What follows belongs to an exercise in optimizing a design on an open flow for small area, a short achievable clock period and few clock cycles; a production flow would make more cautious choices. The RTL was checked by simulation tests, not by an equivalence proof against the original design.

--- config.mk ---
export PLATFORM = sky130hd
export DESIGN_NAME = kmeans_top
export DESIGN_NICKNAME = kmeans_top
export VERILOG_FILES = /design/flow/design.v
export SDC_FILE = /design/flow/constraint.sdc
export NUM_CORES = 8
export LEC_CHECK = 0
export ABC_CLOCK_PERIOD_IN_PS = 9000
export CAP_MARGIN = 20
export CORE_MARGIN = 2
export CORE_UTILIZATION = 65
export PLACE_DENSITY = 0.85
export SLEW_MARGIN = 20
export SYNTH_HIERARCHICAL = 1
--- constraint.sdc ---
create_clock -name core_clock -period 40.0 [get_ports {clk}]
set_input_delay 8.0000 -clock core_clock [delete_from_list [all_inputs] [get_ports {clk}]]
set_output_delay 8.0000 -clock core_clock [all_outputs]
set_load 0.01 [all_outputs]
--- design.v ---
module sqdist (
    input  [31:0] pn,    
    input  [31:0] c,
    output [17:0] d
);
    wire w1 = c[0] ^ pn[0];
    wire w2 = c[0] & pn[0];
    wire w3, w4;
    kfa f5 (.a(c[1]), .b(pn[1]), .c(w2), .s(w3), .co(w4));
    wire w6, w7;
    kfa f8 (.a(c[2]), .b(pn[2]), .c(w4), .s(w6), .co(w7));
    wire w9, w10;
    kfa f11 (.a(c[3]), .b(pn[3]), .c(w7), .s(w9), .co(w10));
    wire w12, w13;
    kfa f14 (.a(c[4]), .b(pn[4]), .c(w10), .s(w12), .co(w13));
    wire w15, w16;
    kfa f17 (.a(c[5]), .b(pn[5]), .c(w13), .s(w15), .co(w16));
    wire w18, w19;
    kfa f20 (.a(c[6]), .b(pn[6]), .c(w16), .s(w18), .co(w19));
    wire w21, w22;
    kfa f23 (.a(c[7]), .b(pn[7]), .c(w19), .s(w21), .co(w22));
    wire w24 = c[7] ^ pn[7] ^ w22;
    wire w25 = ~w1;
    wire w26 = ~w3;
    wire w27 = ~w6;
    wire w28 = ~w9;
    wire w29 = ~w12;
    wire w30 = ~w15;
    wire w31 = ~w18;
    wire w32 = ~w21;
    wire w33 = ~w24;
    wire w34 = ~(w1 | w3);
    wire w35 = ~(w1 | w6);
    wire w36 = ~(w1 | w9);
    wire w37 = ~(w1 | w12);
    wire w38 = ~(w1 | w15);
    wire w39 = ~(w1 | w18);
    wire w40 = ~(w1 | w21);
    wire w41 = ~(w3 | w6);
    wire w42 = ~(w3 | w9);
    wire w43 = ~(w3 | w12);
    wire w44 = ~(w3 | w15);
    wire w45 = ~(w3 | w18);
    wire w46 = ~(w3 | w21);
    wire w47 = ~(w6 | w9);
    wire w48 = ~(w6 | w12);
    wire w49 = ~(w6 | w15);
    wire w50 = ~(w6 | w18);
    wire w51 = ~(w6 | w21);
    wire w52 = ~(w9 | w12);
    wire w53 = ~(w9 | w15);
    wire w54 = ~(w9 | w18);
    wire w55 = ~(w9 | w21);
    wire w56 = ~(w12 | w15);
    wire w57 = ~(w12 | w18);
    wire w58 = ~(w12 | w21);
    wire w59 = ~(w15 | w18);
    wire w60 = ~(w15 | w21);
    wire w61 = ~(w18 | w21);
    wire w62 = ~(w33 & w25);
    wire w63 = ~(w33 & w26);
    wire w64 = ~(w33 & w27);
    wire w65 = ~(w33 & w28);
    wire w66 = ~(w33 & w29);
    wire w67 = ~(w33 & w30);
    wire w68 = ~(w33 & w31);
    wire w69 = ~(w33 & w32);
    wire w70 = c[8] ^ pn[8];
    wire w71 = c[8] & pn[8];
    wire w72, w73;
    kfa f74 (.a(c[9]), .b(pn[9]), .c(w71), .s(w72), .co(w73));
    wire w75, w76;
    kfa f77 (.a(c[10]), .b(pn[10]), .c(w73), .s(w75), .co(w76));
    wire w78, w79;
    kfa f80 (.a(c[11]), .b(pn[11]), .c(w76), .s(w78), .co(w79));
    wire w81, w82;
    kfa f83 (.a(c[12]), .b(pn[12]), .c(w79), .s(w81), .co(w82));
    wire w84, w85;
    kfa f86 (.a(c[13]), .b(pn[13]), .c(w82), .s(w84), .co(w85));
    wire w87, w88;
    kfa f89 (.a(c[14]), .b(pn[14]), .c(w85), .s(w87), .co(w88));
    wire w90, w91;
    kfa f92 (.a(c[15]), .b(pn[15]), .c(w88), .s(w90), .co(w91));
    wire w93 = c[15] ^ pn[15] ^ w91;
    wire w94 = ~w70;
    wire w95 = ~w72;
    wire w96 = ~w75;
    wire w97 = ~w78;
    wire w98 = ~w81;
    wire w99 = ~w84;
    wire w100 = ~w87;
    wire w101 = ~w90;
    wire w102 = ~w93;
    wire w103 = ~(w70 | w72);
    wire w104 = ~(w70 | w75);
    wire w105 = ~(w70 | w78);
    wire w106 = ~(w70 | w81);
    wire w107 = ~(w70 | w84);
    wire w108 = ~(w70 | w87);
    wire w109 = ~(w70 | w90);
    wire w110 = ~(w72 | w75);
    wire w111 = ~(w72 | w78);
    wire w112 = ~(w72 | w81);
    wire w113 = ~(w72 | w84);
    wire w114 = ~(w72 | w87);
    wire w115 = ~(w72 | w90);
    wire w116 = ~(w75 | w78);
    wire w117 = ~(w75 | w81);
    wire w118 = ~(w75 | w84);
    wire w119 = ~(w75 | w87);
    wire w120 = ~(w75 | w90);
    wire w121 = ~(w78 | w81);
    wire w122 = ~(w78 | w84);
    wire w123 = ~(w78 | w87);
    wire w124 = ~(w78 | w90);
    wire w125 = ~(w81 | w84);
    wire w126 = ~(w81 | w87);
    wire w127 = ~(w81 | w90);
    wire w128 = ~(w84 | w87);
    wire w129 = ~(w84 | w90);
    wire w130 = ~(w87 | w90);
    wire w131 = ~(w102 & w94);
    wire w132 = ~(w102 & w95);
    wire w133 = ~(w102 & w96);
    wire w134 = ~(w102 & w97);
    wire w135 = ~(w102 & w98);
    wire w136 = ~(w102 & w99);
    wire w137 = ~(w102 & w100);
    wire w138 = ~(w102 & w101);
    wire w139 = c[16] ^ pn[16];
    wire w140 = c[16] & pn[16];
    wire w141, w142;
    kfa f143 (.a(c[17]), .b(pn[17]), .c(w140), .s(w141), .co(w142));
    wire w144, w145;
    kfa f146 (.a(c[18]), .b(pn[18]), .c(w142), .s(w144), .co(w145));
    wire w147, w148;
    kfa f149 (.a(c[19]), .b(pn[19]), .c(w145), .s(w147), .co(w148));
    wire w150, w151;
    kfa f152 (.a(c[20]), .b(pn[20]), .c(w148), .s(w150), .co(w151));
    wire w153, w154;
    kfa f155 (.a(c[21]), .b(pn[21]), .c(w151), .s(w153), .co(w154));
    wire w156, w157;
    kfa f158 (.a(c[22]), .b(pn[22]), .c(w154), .s(w156), .co(w157));
    wire w159, w160;
    kfa f161 (.a(c[23]), .b(pn[23]), .c(w157), .s(w159), .co(w160));
    wire w162 = c[23] ^ pn[23] ^ w160;
    wire w163 = ~w139;
    wire w164 = ~w141;
    wire w165 = ~w144;
    wire w166 = ~w147;
    wire w167 = ~w150;
    wire w168 = ~w153;
    wire w169 = ~w156;
    wire w170 = ~w159;
    wire w171 = ~w162;
    wire w172 = ~(w139 | w141);
    wire w173 = ~(w139 | w144);
    wire w174 = ~(w139 | w147);
    wire w175 = ~(w139 | w150);
    wire w176 = ~(w139 | w153);
    wire w177 = ~(w139 | w156);
    wire w178 = ~(w139 | w159);
    wire w179 = ~(w141 | w144);
    wire w180 = ~(w141 | w147);
    wire w181 = ~(w141 | w150);
    wire w182 = ~(w141 | w153);
    wire w183 = ~(w141 | w156);
    wire w184 = ~(w141 | w159);
    wire w185 = ~(w144 | w147);
    wire w186 = ~(w144 | w150);
    wire w187 = ~(w144 | w153);
    wire w188 = ~(w144 | w156);
    wire w189 = ~(w144 | w159);
    wire w190 = ~(w147 | w150);
    wire w191 = ~(w147 | w153);
    wire w192 = ~(w147 | w156);
    wire w193 = ~(w147 | w159);
    wire w194 = ~(w150 | w153);
    wire w195 = ~(w150 | w156);
    wire w196 = ~(w150 | w159);
    wire w197 = ~(w153 | w156);
    wire w198 = ~(w153 | w159);
    wire w199 = ~(w156 | w159);
    wire w200 = ~(w171 & w163);
    wire w201 = ~(w171 & w164);
    wire w202 = ~(w171 & w165);
    wire w203 = ~(w171 & w166);
    wire w204 = ~(w171 & w167);
    wire w205 = ~(w171 & w168);
    wire w206 = ~(w171 & w169);
    wire w207 = ~(w171 & w170);
    wire w208 = c[24] ^ pn[24];
    wire w209 = c[24] & pn[24];
    wire w210, w211;
    kfa f212 (.a(c[25]), .b(pn[25]), .c(w209), .s(w210), .co(w211));
    wire w213, w214;
    kfa f215 (.a(c[26]), .b(pn[26]), .c(w211), .s(w213), .co(w214));
    wire w216, w217;
    kfa f218 (.a(c[27]), .b(pn[27]), .c(w214), .s(w216), .co(w217));
    wire w219, w220;
    kfa f221 (.a(c[28]), .b(pn[28]), .c(w217), .s(w219), .co(w220));
    wire w222, w223;
    kfa f224 (.a(c[29]), .b(pn[29]), .c(w220), .s(w222), .co(w223));
    wire w225, w226;
    kfa f227 (.a(c[30]), .b(pn[30]), .c(w223), .s(w225), .co(w226));
    wire w228, w229;
    kfa f230 (.a(c[31]), .b(pn[31]), .c(w226), .s(w228), .co(w229));
    wire w231 = c[31] ^ pn[31] ^ w229;
    wire w232 = ~w208;
    wire w233 = ~w210;
    wire w234 = ~w213;
    wire w235 = ~w216;
    wire w236 = ~w219;
    wire w237 = ~w222;
    wire w238 = ~w225;
    wire w239 = ~w228;
    wire w240 = ~w231;
    wire w241 = ~(w208 | w210);
    wire w242 = ~(w208 | w213);
    wire w243 = ~(w208 | w216);
    wire w244 = ~(w208 | w219);
    wire w245 = ~(w208 | w222);
    wire w246 = ~(w208 | w225);
    wire w247 = ~(w208 | w228);
    wire w248 = ~(w210 | w213);
    wire w249 = ~(w210 | w216);
    wire w250 = ~(w210 | w219);
    wire w251 = ~(w210 | w222);
    wire w252 = ~(w210 | w225);
    wire w253 = ~(w210 | w228);
    wire w254 = ~(w213 | w216);
    wire w255 = ~(w213 | w219);
    wire w256 = ~(w213 | w222);
    wire w257 = ~(w213 | w225);
    wire w258 = ~(w213 | w228);
    wire w259 = ~(w216 | w219);
    wire w260 = ~(w216 | w222);
    wire w261 = ~(w216 | w225);
    wire w262 = ~(w216 | w228);
    wire w263 = ~(w219 | w222);
    wire w264 = ~(w219 | w225);
    wire w265 = ~(w219 | w228);
    wire w266 = ~(w222 | w225);
    wire w267 = ~(w222 | w228);
    wire w268 = ~(w225 | w228);
    wire w269 = ~(w240 & w232);
    wire w270 = ~(w240 & w233);
    wire w271 = ~(w240 & w234);
    wire w272 = ~(w240 & w235);
    wire w273 = ~(w240 & w236);
    wire w274 = ~(w240 & w237);
    wire w275 = ~(w240 & w238);
    wire w276 = ~(w240 & w239);
    wire w277, w278;
    kfa f279 (.a(w25), .b(w94), .c(w163), .s(w277), .co(w278));
    wire w280, w281;
    kfa f282 (.a(w26), .b(w95), .c(w164), .s(w280), .co(w281));
    wire w283, w284;
    kfa f285 (.a(w233), .b(w34), .c(w103), .s(w283), .co(w284));
    wire w286, w287;
    kfa f288 (.a(w172), .b(w241), .c(w280), .s(w286), .co(w287));
    wire w289, w290;
    kfa f291 (.a(w281), .b(w284), .c(w35), .s(w289), .co(w290));
    wire w292, w293;
    kfa f294 (.a(w104), .b(w173), .c(w242), .s(w292), .co(w293));
    wire w295, w296;
    kfa f297 (.a(w287), .b(w289), .c(w292), .s(w295), .co(w296));
    wire w298, w299;
    kfa f300 (.a(w27), .b(w96), .c(w165), .s(w298), .co(w299));
    wire w301, w302;
    kfa f303 (.a(w234), .b(w41), .c(w110), .s(w301), .co(w302));
    wire w304, w305;
    kfa f306 (.a(w179), .b(w248), .c(w36), .s(w304), .co(w305));
    wire w307, w308;
    kfa f309 (.a(w105), .b(w174), .c(w243), .s(w307), .co(w308));
    wire w310, w311;
    kfa f312 (.a(w290), .b(w293), .c(w298), .s(w310), .co(w311));
    wire w313, w314;
    kfa f315 (.a(w301), .b(w296), .c(w304), .s(w313), .co(w314));
    wire w316, w317;
    kfa f318 (.a(w307), .b(w310), .c(w313), .s(w316), .co(w317));
    wire w319, w320;
    kfa f321 (.a(w299), .b(w42), .c(w111), .s(w319), .co(w320));
    wire w322, w323;
    kfa f324 (.a(w180), .b(w249), .c(w302), .s(w322), .co(w323));
    wire w325, w326;
    kfa f327 (.a(w37), .b(w106), .c(w175), .s(w325), .co(w326));
    wire w328, w329;
    kfa f330 (.a(w244), .b(w305), .c(w308), .s(w328), .co(w329));
    wire w331, w332;
    kfa f333 (.a(w311), .b(w319), .c(w322), .s(w331), .co(w332));
    wire w334, w335;
    kfa f336 (.a(w314), .b(w325), .c(w328), .s(w334), .co(w335));
    wire w337, w338;
    kfa f339 (.a(w331), .b(w317), .c(w334), .s(w337), .co(w338));
    wire w340, w341;
    kfa f342 (.a(w28), .b(w97), .c(w166), .s(w340), .co(w341));
    wire w343, w344;
    kfa f345 (.a(w235), .b(w47), .c(w116), .s(w343), .co(w344));
    wire w346, w347;
    kfa f348 (.a(w185), .b(w254), .c(w43), .s(w346), .co(w347));
    wire w349, w350;
    kfa f351 (.a(w112), .b(w181), .c(w250), .s(w349), .co(w350));
    wire w352, w353;
    kfa f354 (.a(w320), .b(w323), .c(w340), .s(w352), .co(w353));
    wire w355, w356;
    kfa f357 (.a(w343), .b(w38), .c(w107), .s(w355), .co(w356));
    wire w358, w359;
    kfa f360 (.a(w176), .b(w245), .c(w326), .s(w358), .co(w359));
    wire w361, w362;
    kfa f363 (.a(w329), .b(w332), .c(w346), .s(w361), .co(w362));
    wire w364, w365;
    kfa f366 (.a(w349), .b(w352), .c(w335), .s(w364), .co(w365));
    wire w367, w368;
    kfa f369 (.a(w355), .b(w358), .c(w361), .s(w367), .co(w368));
    wire w370, w371;
    kfa f372 (.a(w338), .b(w364), .c(w367), .s(w370), .co(w371));
    wire w373, w374;
    kfa f375 (.a(w341), .b(w48), .c(w117), .s(w373), .co(w374));
    wire w376, w377;
    kfa f378 (.a(w186), .b(w255), .c(w344), .s(w376), .co(w377));
    wire w379, w380;
    kfa f381 (.a(w44), .b(w113), .c(w182), .s(w379), .co(w380));
    wire w382, w383;
    kfa f384 (.a(w251), .b(w347), .c(w350), .s(w382), .co(w383));
    wire w385, w386;
    kfa f387 (.a(w353), .b(w373), .c(w376), .s(w385), .co(w386));
    wire w388, w389;
    kfa f390 (.a(w39), .b(w108), .c(w177), .s(w388), .co(w389));
    wire w391, w392;
    kfa f393 (.a(w246), .b(w356), .c(w359), .s(w391), .co(w392));
    wire w394, w395;
    kfa f396 (.a(w362), .b(w379), .c(w382), .s(w394), .co(w395));
    wire w397, w398;
    kfa f399 (.a(w385), .b(w365), .c(w388), .s(w397), .co(w398));
    wire w400, w401;
    kfa f402 (.a(w391), .b(w368), .c(w394), .s(w400), .co(w401));
    wire w403, w404;
    kfa f405 (.a(w397), .b(w371), .c(w400), .s(w403), .co(w404));
    wire w406, w407;
    kfa f408 (.a(w29), .b(w98), .c(w167), .s(w406), .co(w407));
    wire w409, w410;
    kfa f411 (.a(w236), .b(w52), .c(w121), .s(w409), .co(w410));
    wire w412, w413;
    kfa f414 (.a(w190), .b(w259), .c(w49), .s(w412), .co(w413));
    wire w415, w416;
    kfa f417 (.a(w118), .b(w187), .c(w256), .s(w415), .co(w416));
    wire w418, w419;
    kfa f420 (.a(w374), .b(w377), .c(w406), .s(w418), .co(w419));
    wire w421, w422;
    kfa f423 (.a(w409), .b(w45), .c(w114), .s(w421), .co(w422));
    wire w424, w425;
    kfa f426 (.a(w183), .b(w252), .c(w380), .s(w424), .co(w425));
    wire w427, w428;
    kfa f429 (.a(w383), .b(w386), .c(w412), .s(w427), .co(w428));
    wire w430, w431;
    kfa f432 (.a(w415), .b(w418), .c(w40), .s(w430), .co(w431));
    wire w433, w434;
    kfa f435 (.a(w109), .b(w178), .c(w247), .s(w433), .co(w434));
    wire w436, w437;
    kfa f438 (.a(w389), .b(w392), .c(w395), .s(w436), .co(w437));
    wire w439, w440;
    kfa f441 (.a(w421), .b(w424), .c(w427), .s(w439), .co(w440));
    wire w442, w443;
    kfa f444 (.a(w398), .b(w430), .c(w433), .s(w442), .co(w443));
    wire w445, w446;
    kfa f447 (.a(w401), .b(w436), .c(w439), .s(w445), .co(w446));
    wire w448, w449;
    kfa f450 (.a(w442), .b(w404), .c(w445), .s(w448), .co(w449));
    wire w451, w452;
    kfa f453 (.a(w407), .b(w53), .c(w122), .s(w451), .co(w452));
    wire w454, w455;
    kfa f456 (.a(w191), .b(w260), .c(w410), .s(w454), .co(w455));
    wire w457, w458;
    kfa f459 (.a(w50), .b(w119), .c(w188), .s(w457), .co(w458));
    wire w460, w461;
    kfa f462 (.a(w257), .b(w413), .c(w416), .s(w460), .co(w461));
    wire w463, w464;
    kfa f465 (.a(w419), .b(w451), .c(w454), .s(w463), .co(w464));
    wire w466, w467;
    kfa f468 (.a(w46), .b(w115), .c(w184), .s(w466), .co(w467));
    wire w469, w470;
    kfa f471 (.a(w253), .b(w422), .c(w425), .s(w469), .co(w470));
    wire w472, w473;
    kfa f474 (.a(w428), .b(w457), .c(w460), .s(w472), .co(w473));
    wire w475, w476;
    kfa f477 (.a(w463), .b(w431), .c(w434), .s(w475), .co(w476));
    wire w478, w479;
    kfa f480 (.a(w437), .b(w466), .c(w469), .s(w478), .co(w479));
    wire w481, w482;
    kfa f483 (.a(w62), .b(w131), .c(w200), .s(w481), .co(w482));
    wire w484, w485;
    kfa f486 (.a(w269), .b(w440), .c(w472), .s(w484), .co(w485));
    wire w487, w488;
    kfa f489 (.a(w475), .b(w443), .c(w478), .s(w487), .co(w488));
    wire w490, w491;
    kfa f492 (.a(w481), .b(w484), .c(w446), .s(w490), .co(w491));
    wire w493, w494;
    kfa f495 (.a(w487), .b(w449), .c(w490), .s(w493), .co(w494));
    wire w496, w497;
    kfa f498 (.a(w30), .b(w99), .c(w168), .s(w496), .co(w497));
    wire w499, w500;
    kfa f501 (.a(w237), .b(w56), .c(w125), .s(w499), .co(w500));
    wire w502, w503;
    kfa f504 (.a(w194), .b(w263), .c(w54), .s(w502), .co(w503));
    wire w505, w506;
    kfa f507 (.a(w123), .b(w192), .c(w261), .s(w505), .co(w506));
    wire w508, w509;
    kfa f510 (.a(w452), .b(w455), .c(w496), .s(w508), .co(w509));
    wire w511, w512;
    kfa f513 (.a(w499), .b(w51), .c(w120), .s(w511), .co(w512));
    wire w514, w515;
    kfa f516 (.a(w189), .b(w258), .c(w458), .s(w514), .co(w515));
    wire w517, w518;
    kfa f519 (.a(w461), .b(w464), .c(w502), .s(w517), .co(w518));
    wire w520, w521;
    kfa f522 (.a(w505), .b(w508), .c(w467), .s(w520), .co(w521));
    wire w523, w524;
    kfa f525 (.a(w470), .b(w473), .c(w511), .s(w523), .co(w524));
    wire w526, w527;
    kfa f528 (.a(w514), .b(w63), .c(w132), .s(w526), .co(w527));
    wire w529, w530;
    kfa f531 (.a(w201), .b(w270), .c(w517), .s(w529), .co(w530));
    wire w532, w533;
    kfa f534 (.a(w476), .b(w520), .c(w479), .s(w532), .co(w533));
    wire w535, w536;
    kfa f537 (.a(w482), .b(w485), .c(w523), .s(w535), .co(w536));
    wire w538, w539;
    kfa f540 (.a(w526), .b(w529), .c(w488), .s(w538), .co(w539));
    wire w541, w542;
    kfa f543 (.a(w532), .b(w535), .c(w491), .s(w541), .co(w542));
    wire w544, w545;
    kfa f546 (.a(w538), .b(w494), .c(w541), .s(w544), .co(w545));
    wire w547, w548;
    kfa f549 (.a(1'b1), .b(w497), .c(w57), .s(w547), .co(w548));
    wire w550, w551;
    kfa f552 (.a(w126), .b(w195), .c(w264), .s(w550), .co(w551));
    wire w553, w554;
    kfa f555 (.a(w500), .b(w55), .c(w124), .s(w553), .co(w554));
    wire w556, w557;
    kfa f558 (.a(w193), .b(w262), .c(w503), .s(w556), .co(w557));
    wire w559, w560;
    kfa f561 (.a(w506), .b(w509), .c(w547), .s(w559), .co(w560));
    wire w562, w563;
    kfa f564 (.a(w550), .b(w512), .c(w515), .s(w562), .co(w563));
    wire w565, w566;
    kfa f567 (.a(w518), .b(w553), .c(w556), .s(w565), .co(w566));
    wire w568, w569;
    kfa f570 (.a(w64), .b(w133), .c(w202), .s(w568), .co(w569));
    wire w571, w572;
    kfa f573 (.a(w271), .b(w559), .c(w521), .s(w571), .co(w572));
    wire w574, w575;
    kfa f576 (.a(w562), .b(w524), .c(w527), .s(w574), .co(w575));
    wire w577, w578;
    kfa f579 (.a(w530), .b(w565), .c(w568), .s(w577), .co(w578));
    wire w580, w581;
    kfa f582 (.a(w571), .b(w533), .c(w536), .s(w580), .co(w581));
    wire w583, w584;
    kfa f585 (.a(w574), .b(w577), .c(w539), .s(w583), .co(w584));
    wire w586, w587;
    kfa f588 (.a(w580), .b(w542), .c(w583), .s(w586), .co(w587));
    wire w589, w590;
    kfa f591 (.a(w31), .b(w100), .c(w169), .s(w589), .co(w590));
    wire w592, w593;
    kfa f594 (.a(w238), .b(w59), .c(w128), .s(w592), .co(w593));
    wire w595, w596;
    kfa f597 (.a(w197), .b(w266), .c(w58), .s(w595), .co(w596));
    wire w598, w599;
    kfa f600 (.a(w127), .b(w196), .c(w265), .s(w598), .co(w599));
    wire w601, w602;
    kfa f603 (.a(w548), .b(w551), .c(w589), .s(w601), .co(w602));
    wire w604, w605;
    kfa f606 (.a(w592), .b(w554), .c(w557), .s(w604), .co(w605));
    wire w607, w608;
    kfa f609 (.a(w560), .b(w595), .c(w598), .s(w607), .co(w608));
    wire w610, w611;
    kfa f612 (.a(w601), .b(w65), .c(w134), .s(w610), .co(w611));
    wire w613, w614;
    kfa f615 (.a(w203), .b(w272), .c(w563), .s(w613), .co(w614));
    wire w616, w617;
    kfa f618 (.a(w604), .b(w566), .c(w569), .s(w616), .co(w617));
    wire w619, w620;
    kfa f621 (.a(w607), .b(w610), .c(w572), .s(w619), .co(w620));
    wire w622, w623;
    kfa f624 (.a(w613), .b(w575), .c(w578), .s(w622), .co(w623));
    wire w625, w626;
    kfa f627 (.a(w616), .b(w619), .c(w581), .s(w625), .co(w626));
    wire w628, w629;
    kfa f630 (.a(w622), .b(w584), .c(w625), .s(w628), .co(w629));
    wire w631, w632;
    kfa f633 (.a(w590), .b(w60), .c(w129), .s(w631), .co(w632));
    wire w634, w635;
    kfa f636 (.a(w198), .b(w267), .c(w593), .s(w634), .co(w635));
    wire w637, w638;
    kfa f639 (.a(w596), .b(w599), .c(w602), .s(w637), .co(w638));
    wire w640, w641;
    kfa f642 (.a(w631), .b(w634), .c(w66), .s(w640), .co(w641));
    wire w643, w644;
    kfa f645 (.a(w135), .b(w204), .c(w273), .s(w643), .co(w644));
    wire w646, w647;
    kfa f648 (.a(w605), .b(w637), .c(w608), .s(w646), .co(w647));
    wire w649, w650;
    kfa f651 (.a(w611), .b(w640), .c(w643), .s(w649), .co(w650));
    wire w652, w653;
    kfa f654 (.a(w614), .b(w617), .c(w646), .s(w652), .co(w653));
    wire w655, w656;
    kfa f657 (.a(w649), .b(w620), .c(w623), .s(w655), .co(w656));
    wire w658, w659;
    kfa f660 (.a(w652), .b(w626), .c(w655), .s(w658), .co(w659));
    wire w661, w662;
    kfa f663 (.a(w32), .b(w101), .c(w170), .s(w661), .co(w662));
    wire w664, w665;
    kfa f666 (.a(w239), .b(w61), .c(w130), .s(w664), .co(w665));
    wire w667, w668;
    kfa f669 (.a(w199), .b(w268), .c(w632), .s(w667), .co(w668));
    wire w670, w671;
    kfa f672 (.a(w635), .b(w661), .c(w664), .s(w670), .co(w671));
    wire w673, w674;
    kfa f675 (.a(w67), .b(w136), .c(w205), .s(w673), .co(w674));
    wire w676, w677;
    kfa f678 (.a(w274), .b(w638), .c(w667), .s(w676), .co(w677));
    wire w679, w680;
    kfa f681 (.a(w641), .b(w644), .c(w670), .s(w679), .co(w680));
    wire w682, w683;
    kfa f684 (.a(w673), .b(w647), .c(w676), .s(w682), .co(w683));
    wire w685, w686;
    kfa f687 (.a(w650), .b(w679), .c(w653), .s(w685), .co(w686));
    wire w688, w689;
    kfa f690 (.a(w682), .b(w656), .c(w685), .s(w688), .co(w689));
    wire w691, w692;
    kfa f693 (.a(w662), .b(w665), .c(w68), .s(w691), .co(w692));
    wire w694, w695;
    kfa f696 (.a(w137), .b(w206), .c(w275), .s(w694), .co(w695));
    wire w697, w698;
    kfa f699 (.a(w668), .b(w671), .c(w674), .s(w697), .co(w698));
    wire w700, w701;
    kfa f702 (.a(w691), .b(w694), .c(w677), .s(w700), .co(w701));
    wire w703, w704;
    kfa f705 (.a(w680), .b(w697), .c(w683), .s(w703), .co(w704));
    wire w706, w707;
    kfa f708 (.a(w700), .b(w686), .c(w703), .s(w706), .co(w707));
    wire w709, w710;
    kfa f711 (.a(w33), .b(w102), .c(w171), .s(w709), .co(w710));
    wire w712, w713;
    kfa f714 (.a(w240), .b(w69), .c(w138), .s(w712), .co(w713));
    wire w715, w716;
    kfa f717 (.a(w207), .b(w276), .c(w709), .s(w715), .co(w716));
    wire w718, w719;
    kfa f720 (.a(w692), .b(w695), .c(w712), .s(w718), .co(w719));
    wire w721, w722;
    kfa f723 (.a(w715), .b(w698), .c(w718), .s(w721), .co(w722));
    wire w724, w725;
    kfa f726 (.a(w701), .b(w721), .c(w704), .s(w724), .co(w725));
    wire w727, w728;
    kfa f729 (.a(w710), .b(w713), .c(w716), .s(w727), .co(w728));
    wire w730, w731;
    kfa f732 (.a(w719), .b(w727), .c(w722), .s(w730), .co(w731));
    wire [17:0] ra = {w725, w707, w689, w659, w629, w587, w545, w544, w493, w448, w403, w370, w337, w316, w295, w283, w278, w232};
    wire [17:0] rb = {w730, w724, w706, w688, w658, w628, w586, 1'b0, 1'b0, 1'b0, 1'b0, 1'b0, 1'b0, 1'b0, 1'b0, w286, 1'b0, w277};
    assign d = ra + rb;
endmodule
module kfa (input a, input b, input c, output s, output co);
    assign s = a ^ b ^ c;
    assign co = (a & b) | (a & c) | (b & c);
endmodule
module kha (input a, input b, output s, output co);
    assign s = a ^ b;
    assign co = a & b;
endmodule
module kmeans_top #
(
    parameter K = 8,
    parameter D = 4,
    parameter W = 8,
    parameter N = 128
)
(
    input clk,
    input rst,
    input start,
    input signed [D*W-1:0] point_flat,
    input signed [K*D*W-1:0] init_centroid_flat,
    output done,
    output [6:0] point_addr,
    output signed [K*D*W-1:0] final_centroid_flat
);
    localparam PASS_LEN = 140;    
    reg        run;        
    reg        done_r;
    reg        conv_q;     
    reg [7:0]  t;          
    wire idle = ~run & ~done_r;
    wire load = idle & start;
    reg [K*D*W-1:0] cen;   
    assign final_centroid_flat = cen;
    assign done = done_r;
    assign point_addr = t[6:0];
    reg [31:0] p0;
    reg        v1;         
    always @(posedge clk) p0 <= point_flat;
    wire [31:0] pn = ~p0;
    wire [17:0] dst [0:K-1];
    genvar gk, gd;
    generate for (gk = 0; gk < K; gk = gk + 1) begin : g_dist
        sqdist u_sq (.pn(pn), .c(cen[gk*32 +: 32]), .d(dst[gk]));
    end endgenerate
    reg [17:0] dq [0:K-1];
    reg [31:0] p1;
    reg        v2;
    integer i;
    always @(posedge clk) begin
        for (i = 0; i < K; i = i + 1) dq[i] <= dst[i];
        p1 <= p0;
    end
    wire        c1a = dq[1] < dq[0];
    wire        c1b = dq[3] < dq[2];
    wire        c1c = dq[5] < dq[4];
    wire        c1d = dq[7] < dq[6];
    wire [17:0] m1a = c1a ? dq[1] : dq[0];
    wire [17:0] m1b = c1b ? dq[3] : dq[2];
    wire [17:0] m1c = c1c ? dq[5] : dq[4];
    wire [17:0] m1d = c1d ? dq[7] : dq[6];
    wire        c2a = m1b < m1a;
    wire        c2b = m1d < m1c;
    wire [17:0] m2a = c2a ? m1b : m1a;
    wire [17:0] m2b = c2b ? m1d : m1c;
    wire [1:0]  i2a = c2a ? {1'b1, c1b} : {1'b0, c1a};
    wire [1:0]  i2b = c2b ? {1'b1, c1d} : {1'b0, c1c};
    wire        c3  = m2b < m2a;
    wire [2:0]  best = c3 ? {1'b1, i2b} : {1'b0, i2a};
    reg  [2:0]  rsel;
    reg  [K-1:0] roh;      
    reg  [31:0] p2;
    reg         v3;
    reg         drv;       
    always @(posedge clk) begin
        rsel <= v2 ? best : (t[2:0] - 3'd2);    
        roh  <= {{K-1{1'b0}}, 1'b1} << (v2 ? best : (t[2:0] - 3'd2));
        p2 <= p1;
    end
    integer d;
    reg [14:0]  sum [0:K-1][0:D-1];
    reg [6:0]   m   [0:K-1];
    reg [K-1:0] fresh;
    wire [K-1:0] rsg = roh & ~fresh;
    reg  [14:0] rs [0:D-1];
    reg  [6:0]  rm;
    integer rk;
    always @(*) begin
        for (d = 0; d < D; d = d + 1) begin
            rs[d] = 15'd0;
            for (rk = 0; rk < K; rk = rk + 1)
                rs[d] = rs[d] | (sum[rk][d] & {15{rsg[rk]}});
        end
        rm = 7'd0;
        for (rk = 0; rk < K; rk = rk + 1)
            rm = rm | (m[rk] & {7{rsg[rk]}});
    end
    wire       rf = |(roh & fresh);
    wire [14:0] acc [0:D-1];
    genvar ga;
    generate for (gd = 0; gd < D; gd = gd + 1) begin : g_acc
        wire [14:0] x  = rs[gd];
        wire [7:0]  pu = {~p2[gd*8+7], p2[gd*8 +: 7]};
        wire [15:0] k;
        kha u_h0 (.a(x[0]), .b(pu[0]), .s(acc[gd][0]), .co(k[1]));
        for (ga = 1; ga < 8; ga = ga + 1) begin : g_lo
            kfa u_fa (.a(x[ga]), .b(pu[ga]), .c(k[ga]), .s(acc[gd][ga]), .co(k[ga+1]));
        end
        for (ga = 8; ga < 15; ga = ga + 1) begin : g_hi
            kha u_ha (.a(x[ga]), .b(k[ga]), .s(acc[gd][ga]), .co(k[ga+1]));
        end
        assign k[0] = 1'b0;
    end endgenerate
    always @(posedge clk) begin
        for (rk = 0; rk < K; rk = rk + 1)
            if (v3 && roh[rk]) begin
                for (d = 0; d < D; d = d + 1)
                    sum[rk][d] <= acc[d];
                m[rk] <= rf ? 7'd0 : rm + 7'd1;
            end
    end
    localparam [7:0] FASTMASK = 8'b00001011;
    reg [14:0] da [0:D-1];
    reg [6:0]  dam;
    reg        dae;        
    reg        dav;
    reg [2:0]  daj;
    reg [14:0] db [0:D-1];
    reg [6:0]  dbm;
    reg        dbe;
    reg        dbv;
    reg [2:0]  dbj;
    wire [14:0] dq_out [0:D-1];    
    genvar gs, gb;
    generate for (gd = 0; gd < D; gd = gd + 1) begin : g_div
        wire [14:0] ch [0:8];      
        assign ch[0] = rs[gd];
        for (gs = 0; gs < 8; gs = gs + 1) begin : g_step
            wire [14:0] r  = (gs == 3) ? da[gd] : (gs == 6) ? db[gd] : ch[gs];
            wire [6:0]  mn = (gs < 3) ? ~rm : (gs < 6) ? ~dam : ~dbm;    
            wire [7:0]  tt = r[14:7];                                    
            wire [6:0]  df;        
            wire        q;         
            if (FASTMASK[gs]) begin : g_fast
                wire [8:0] sm = {1'b0, tt} + {2'b01, mn};
                assign df = sm[6:0];
                assign q  = sm[8];
            end else begin : g_ripple
                wire [7:0] k;
                assign df[0] = tt[0] ^ mn[0];
                assign k[1]  = tt[0] & mn[0];
                for (gb = 1; gb < 7; gb = gb + 1) begin : g_b
                    kfa u_fa (.a(tt[gb]), .b(mn[gb]), .c(k[gb]), .s(df[gb]), .co(k[gb+1]));
                end
                assign k[0] = 1'b0;
                assign q = tt[7] | k[7];
            end
            assign ch[gs+1] = q ? {df, r[6:0], 1'b1} : {r[13:7], r[6:0], 1'b0};
        end
        assign dq_out[gd] = ch[8];
        always @(posedge clk) begin
            da[gd] <= ch[3];
            db[gd] <= ch[6];
        end
    end endgenerate
    always @(posedge clk) begin
        dam <= rm;  dae <= rf;  daj <= rsel;
        dbm <= dam; dbe <= dae; dbj <= daj;
    end
    wire [31:0] c0 = cen[31:0];
    reg  [31:0] cin;
    always @(*) begin : g_dc
        reg [7:0] q;
        for (d = 0; d < D; d = d + 1) begin
            q = dq_out[d][7:0];    
            cin[d*8 +: 8] = dbe ? c0[d*8 +: 8]
                          : {~q[7], q[6:0]} + {7'd0, ~q[7] & (dq_out[d][14:8] != 7'd0)};
        end
    end
    reg  chg;              
    wire cmp_now = (cin != c0);
    wire last_shift = dbv & (dbj == 3'd7);
    wire cen_sh   = dbv & ~load;
    wire cen_hold = ~load & ~dbv;
    always @(posedge clk)
        cen <= (init_centroid_flat & {K*D*W{load}})
             | ({cin, cen[K*D*W-1:32]} & {K*D*W{cen_sh}})
             | (cen & {K*D*W{cen_hold}});
    always @(posedge clk) begin
        if (rst) begin
            run <= 1'b0; done_r <= 1'b0; conv_q <= 1'b0; t <= 8'd0;
            v1 <= 1'b0; v2 <= 1'b0; v3 <= 1'b0; drv <= 1'b0; dav <= 1'b0; dbv <= 1'b0;
        end else begin
            done_r <= 1'b0;
            conv_q <= run & last_shift & ~(chg | cmp_now);
            if (load) begin
                run <= 1'b1; t <= 8'd0;
                v1 <= 1'b0; v2 <= 1'b0; v3 <= 1'b0; drv <= 1'b0; dav <= 1'b0; dbv <= 1'b0;
            end else if (run) begin
                if (conv_q) begin
                    run <= 1'b0; done_r <= 1'b1;
                    v1 <= 1'b0; v2 <= 1'b0; v3 <= 1'b0; drv <= 1'b0; dav <= 1'b0; dbv <= 1'b0;
                end else begin
                    t   <= (t == PASS_LEN-1) ? 8'd0 : t + 8'd1;
                    v1  <= (t < 128);
                    v2  <= v1;
                    v3  <= v2;
                    drv <= (t >= 130) & (t <= 137);
                    dav <= drv;
                    dbv <= dav;
                end
            end
        end
    end
    always @(posedge clk) begin
        if (run && t == 0) fresh <= {K{1'b1}};
        else if (v3) fresh <= fresh & ~roh;
        if (dbv) chg <= (dbj == 3'd0) ? cmp_now : (chg | cmp_now);
    end
endmodule
--- flow/run.sh ---
#!/bin/bash
# Layout flow: the standard synthesis unchanged, then the standard
# layout steps, with
#  - the timing repair asked to leave SETUP_SLACK_MARGIN ns of setup slack,
#    i.e. to aim at a shorter period than the constraint's 40 ns;
#  - small port buffers (every port still gets its own buffer);
#  - clock tree synthesis without dummy loads.
set -euo pipefail
MARGIN=30.6
CTS="-sink_clustering_enable -repair_clock_nets -dont_use_dummy_load -sink_clustering_size 20 -sink_clustering_max_diameter 100"
bash standard.sh synth > synth.log 2>&1
sed "s|CLKGATE_MAP_FILE= |CLKGATE_MAP_FILE= SETUP_SLACK_MARGIN=$MARGIN 'BUFFER_PORTS_ARGS=-buffer_cell sky130_fd_sc_hd__buf_1' 'CTS_ARGS=$CTS' |" standard.sh > layout.sh
bash layout.sh > layout.log 2>&1
--- standard.sh ---
#!/bin/bash
# synth_recipe.tcl (not shown) runs the flow's synth.tcl, then flattens the netlist and writes it again
# the make line also repeats each setting of config.mk as NAME=value (left out here)
make -C /OpenROAD-flow-scripts/flow DESIGN_CONFIG=/design/flow/config.mk WORK_HOME=/design/flow/orfs CLKGATE_MAP_FILE= SYNTH_SCRIPT=/design/flow/synth_recipe.tcl "${@:-finish}"
==> flow_summary.yaml <==
run_status:
  status: "finished clean"
drt:
  routed_via_density: 6.67
  drt-total-wl_mm: 339
  antenna_left: 0
  wl_per_cell_um: 32.5
  firstDrtPassIters: 9
  drtIter0Drc: 8781
  num_vias: 69532
  drc: 0
sta:
  setup_viol: 0
  hold_viol_final: 0
  fin_crit_sh_pct: 23.6
  fmax_ghz: 0.106
  slew_violations: 0
  fin_crit_ns: 9.44
  grt_setup_unrepaired: "yes"
  worst_pin_slew_ns: 1.28
  fin_worst_skew_ns: 0.107
  whs_ns: 0.311
  tns_ns: 0
  max_slew_margin_pct: 13.9
place:
  port_buffers: 554
  place.gp.congestion: 1.06
  post-dp-hpwl_mm: 252
synth:
  yosys-top-cells-count: "1600 x fa_1, 1064 x nor2_1, 674 x dfxtp_1, 618 x nand2_1, 537 x edfxtp_1"
  syn_area_um2: 93400
  synth_warnings: 19
  synth_top_area_share_pct: 34.3
  synth_area_leader_cell: "fa_1"
  synth_fp_nets: 10228
  synth.most_common_cell: "fa_1"
  avgSynthCellArea_um2: 11.7
  synth-edff-count: 537
  synthCells: 7963
  yosysSeqAreaShare_pct: 31.7
  ys_seq_elements: 1211
  ys_types: 94
  ys.flop_type: "dfxtp_1"
  ys_top_cells_by_area: "fa_1 34%, edfxtp_1 17%, dfxtp_1 14%"
  async_flop_share_pct: 0
setup_path:
  critPathMaxFanout: 2
  cp_top_family: "flip-flops"
  cp.arrival_ns: 1.44
  cp_data_required_time_ns: 32.00
  path_cells: "buf_6"
  setup.worst_path.start_class: "flop"
  cpMaxStageDelayCell: "dfxtp_4"
  crit_path_max_incr_delay_ns: 0.51
  path_buf_inv: 1
  worstSetupPathType: "flop to output port"
  endpoint_kind: "output port"
final_layout:
  fillers: 9691
  drive_gt1_share_pct: 11.6
  syn_to_final_growth_pct: 9.14
  postLayoutCoreUtil_pct: 71.2
  final_nets: 10739
die:
  rows: 139
  start_util_pct: 65.2
  dieWidth_um: 383
  dieArea_um2: 147000
  coreArea_um2: 143000
  die_h_um: 383
  pin_count: 555
grt:
  grt_pass1_vias: 71071
  antenna_found_initial: 44
  grtUsageTotal_pct: 46.5
  grt_start_max_net_pins: 121
  grt_overflow: 0
  grt_pass1_wl_mm: 484
min_path:
  hp-class: "flop to flop"
clock_tree:
  cts-buffers-inserted: 75
  cts_sinks: 1211
  clkSlewWorstSetupHoldPaths_ns: 0.09
  cts_root_buffer: "clkbuf_16"
  htreeDepth: 3
  worstSkewPairLatency_ns: 0.75
  tritoncts: "yes"
  clockBufferDepth: 3
run:
  maxCapViolations: 0
per-module statistics from Yosys, one instance, submodules excluded:
module      cells  cell area (um2)
sqdist        282             1430
kmeans_top   4087            49700
kfa             1             20.0
kha             1             12.5
registers in the layout (all words and copies together) (netlist names), 7 cells and up:
register,flops
p1,32
p2,32
sum,480
cen,256
t,8
dbm,7
da,60
m,56
db,60
dq,144
dam,7
p0,32
fresh,8
roh,8
cell type report:
class	instances	area, um2	share of cell area (%)
Antenna cell	46	115	0.113
Clock buffer	75	1880	1.84
Inverter	482	1840	1.81
Multi-Input combinational cell	5840	60600	59.5
Sequential cell	1211	30000	29.4
Tap cell	1903	2380	2.34
Timing Repair Buffer	864	5040	4.94
per-stage QoR:
stage               setup slack (ns)  instance area (um2)  std cells
floorplan                      30.61                93400       7963
global placement               28.65                97400      10146
detailed placement             28.51                97400      10146
CTS                            30.57               101000      10282
global route                   30.43               102000      10380
finish                         30.56               102000      10421
cell usage in the layout, fill, tap and decap left out, types with 178 or more instances in the layout:
cell	instances
a22oi_1	265
fa_1	1594
buf_1	499
mux2i_1	312
buf_4	246
o21ai_0	336
nand2_1	615
edfxtp_1	537
a21oi_1	178
dfxtp_1	486
xnor2_1	186
ha_1	369
nor2_1	1058
inv_1	461
logic make-up (layout without fill, tap and decap cells):
group,count (synthesis),after routing,share of synthesized area [%]
AO/OA/AOI/OAI,1018,1018,7.08
XOR/XNOR,306,306,2.87
adder cells (fa/ha/maj),1974,1974,39.3
buffers and inverters,916,1421,3.77
flip-flops,1211,1211,31.7
multiplexers,487,487,5.48
other,8,54,0.0322
AND/OR/NAND/NOR,2043,2047,9.73
path summary, 6_finish.rpt:
kind	startpoint	end	slack, ns	cells past startpoint
worst min-delay path	p1[17]$_DFF_P_	p2[17]$_DFF_P_	0.31	0
worst max-delay path	cen[171]$_DFF_P_	final_centroid_flat[171]	30.56	1
worst max register to register	dbm[0]$_DFF_P_	chg$_DFFE_PP_	30.65	31
worst min register to register	p1[17]$_DFF_P_	p2[17]$_DFF_P_	0.31	0
timing repair:
item                                   4_1_cts  5_1_grt
hold buffers                                 0        0
cloned                                       4        1
setup endpoints to repair                  383      154
pin swaps                                    7       12
resized for setup                          390      108
buffers inserted                            57       92
endpoints found under the hold margin        0        0
routing by layer:
| layer | share of wire (%) | GRT usage, % | vias to the layer above |
|---|---|---|---|
| met4 | 8.5 | 33.2 | 20 |
| met1 | 33 | 56.8 | 34691 |
| met3 | 17 | 22.8 | 1376 |
| met2 | 42 | 64.1 | 5914 |
| met5 | 0.035 | 0 | - |
| li1 | - | - | 27531 |
Testbench counts, summed over its fixed seeds: cycles 132,252.

## what the ideal ports hide
Ports are ideal in the flow. The routed layout listed here was re-timed in OpenROAD. Step 1: set_driving_cell puts a clkbuf_16 on clk and a buf_2 on each other input, an assumption about the parent block. Step 2, shift: input delay + t, output delay - t, t = (earliest + latest rising clock arrival at the registers) / 2. This alone moves slack from input paths to output paths. a / b / c = no drivers / after step 1 / after step 2; a / b = the first two.
t (ns): 0.785
slack for setup (ns): 30.560 / 30.474 / 30.055
worst setup path after step 2: input to register
worst slew at a driven data input, ns: 0.15
After both steps setup and hold are still met in this run. For this run, drivers alone change the setup slack by -0.086 ns; drivers and shift together by -0.505 ns.
